This design comes from an exercise in tuning for small area and a short achievable clock period on the open sky130 flow, not from production work. The RTL was checked by simulation tests, not by an equivalence proof against the original design. Power and IR drop assume default switching activity.

== build 95 ==
## game_top
module game_top(clk, keypad_in, dip_in, adc_data_in, seg_com, seg_data, seg_single_data, led_out, f_led1, f_led2, f_led3, f_led4, lcd_rs, lcd_rw, lcd_en, lcd_data, servo_pwm, step_motor_phase, piezo_out, adc_cs_n, adc_sclk
, adc_din);
==> flow/config.mk <==
export PLATFORM = sky130hd
export DESIGN_NAME = game_top
export DESIGN_NICKNAME = game_top
export VERILOG_FILES = /design/flow/design.v
export SDC_FILE = /design/flow/constraint.sdc
export NUM_CORES = 4
export LEC_CHECK = 0
export ABC_AREA = 1
export CAP_MARGIN = 20
export CORE_MARGIN = 2
export CORE_UTILIZATION = 40
export PLACE_DENSITY = 0.6
export SLEW_MARGIN = 20
==> flow/constraint.sdc <==
create_clock -name core_clock -period 30.0 [get_ports {clk}]
set_input_delay 6.0000 -clock core_clock [delete_from_list [all_inputs] [get_ports {clk}]]
set_output_delay 6.0000 -clock core_clock [all_outputs]
set_load 0.01 [all_outputs]
standard.sh (not shown) runs the stock make flow with config.mk's settings and CLKGATE_MAP_FILE= SYNTH_SCRIPT=/design/flow/synth_recipe.tcl, a recipe that flattens the netlist after the stock synthesis.
==> flow/flow/run.sh <==
#!/bin/bash
# Layout flow: the standard ORFS flow (standard.sh, unchanged synthesis, floorplan,
# power grid, placement, CTS, routing), with three settings passed to make:
#  - port buffers are buf_2 cells;
#  - clock tree synthesis inserts no dummy loads and uses sink clusters of up to 20;
#  - repair_timing aims for a setup slack of 22.5 ns at the design's 30 ns clock,
#    so that the paths that set the achieved period are sized and buffered.
# All tool output goes to flow_standard.log here (ORFS's per-step logs are in orfs/logs).
set -uo pipefail
bash standard.sh finish \
  "BUFFER_PORTS_ARGS=-buffer_cell sky130_fd_sc_hd__buf_2" \
  "CTS_ARGS=-sink_clustering_enable -repair_clock_nets -dont_use_dummy_load -sink_clustering_size 20 -sink_clustering_max_diameter 120" \
  "SETUP_SLACK_MARGIN=22.5" > flow_standard.log 2>&1
The inputs of build 82 differ from those of build 95 as listed below.
diff --git a/flow/flow/run.sh b/flow/flow/run.sh
--- a/flow/flow/run.sh
+++ b/flow/flow/run.sh
@@ -4,3 +4,3 @@
 #  - port buffers are buf_2 cells;
-#  - clock tree synthesis inserts no dummy loads and uses sink clusters of up to 20;
+#  - clock tree synthesis inserts no dummy loads and uses clkbuf_4/clkbuf_8 cells;
 #  - repair_timing aims for a setup slack of 22.5 ns at the design's 30 ns clock,
@@ -11,3 +11,3 @@
   "BUFFER_PORTS_ARGS=-buffer_cell sky130_fd_sc_hd__buf_2" \
-  "CTS_ARGS=-sink_clustering_enable -repair_clock_nets -dont_use_dummy_load -sink_clustering_size 20 -sink_clustering_max_diameter 120" \
+  "CTS_ARGS=-sink_clustering_enable -repair_clock_nets -dont_use_dummy_load -buf_list {sky130_fd_sc_hd__clkbuf_4 sky130_fd_sc_hd__clkbuf_8}" \
   "SETUP_SLACK_MARGIN=22.5" > flow_standard.log 2>&1
### Flow results
Compared with build 95, in build 82 total global routing overflow has remained practically unchanged, net switching power of the design +0.029 mW. Total negative setup slack of build 95 is on par with build 82. Across build 95 and build 82, none had a timing, DRC or antenna violation. Going from build 95 to build 82, count of clock-buffer cells in the layout grew by more than 100%. The slew at the pin closest to its max-slew limit of build 82 falls short of that of build 95 by 27 ps.
Modified inputs, build 23 compared to build 82
diff --git a/flow/flow/run.sh b/flow/flow/run.sh
--- a/flow/flow/run.sh
+++ b/flow/flow/run.sh
@@ -4,3 +4,3 @@
 #  - port buffers are buf_2 cells;
-#  - clock tree synthesis inserts no dummy loads and uses clkbuf_4/clkbuf_8 cells;
+#  - clock tree synthesis inserts no dummy loads and uses sink clusters of up to 25;
 #  - repair_timing aims for a setup slack of 22.5 ns at the design's 30 ns clock,
@@ -11,3 +11,3 @@
   "BUFFER_PORTS_ARGS=-buffer_cell sky130_fd_sc_hd__buf_2" \
-  "CTS_ARGS=-sink_clustering_enable -repair_clock_nets -dont_use_dummy_load -buf_list {sky130_fd_sc_hd__clkbuf_4 sky130_fd_sc_hd__clkbuf_8}" \
+  "CTS_ARGS=-sink_clustering_enable -repair_clock_nets -dont_use_dummy_load -sink_clustering_size 25 -sink_clustering_max_diameter 150" \
   "SETUP_SLACK_MARGIN=22.5" > flow_standard.log 2>&1
==> comparison <==
Build 23 vs build 82 — worst hold slack rose 43 ps.
Build 23 gives more combinational share of power than build 82 did.
Sort build 23 and build 82 by number of nets in the finished design asc -> top: build 23
Compared with build 82, in build 23 power per standard cell area now smaller, final area lower, longest individual stage delay on the worst path decreased by 20 ps relative to the old numbers, number of non-clock buffers in the layout +about 1.1%.
Compared with build 82, build 23 shows routed wire length lower by 1.5%.
Compared with build 82, build 23 shows a higher multi-input gate share of the layout cell area.
Across both runs, TritonCTS buffer count was lower for build 23 than for build 82.

-- afterwards: timing with drivers on the ports --
Ports are ideal in the flow. The routed layouts listed here were re-timed in OpenROAD. Step 1, drivers: a clkbuf_16 drives clk and a buf_2 each remaining input, both assumed. Step 2 also shifts input and output timing later by t, the mid clock arrival at the registers, as if the neighbouring blocks saw the same clock. Three values: ideal ports, drivers, drivers and shift; two values: the first two.
| run | t, ns | setup WS [ns] | clock arrival spread, ns | worst register clock-pin slew, ns | worst slew at a driven data input, ns |
|---|---|---|---|---|---|
| build 95 | 0.625 | 22.814 / 22.756 / 22.285 | 0.066 / 0.067 | 0.09 / 0.09 | 0.05 |
| build 82 | 0.682 | 22.744 / 22.687 / 22.248 | 0.089 / 0.089 | 0.06 / 0.06 | 0.05 |
| build 23 | 0.605 | 22.842 / 22.784 / 22.467 | 0.037 / 0.037 | 0.11 / 0.11 | 0.05 |
After both steps setup and hold are still met in every run listed. For build 95, which loses most, drivers alone change the setup slack by -0.058 ns; drivers and shift together by -0.529 ns. The worst setup slack also covers recovery checks on asynchronous resets.
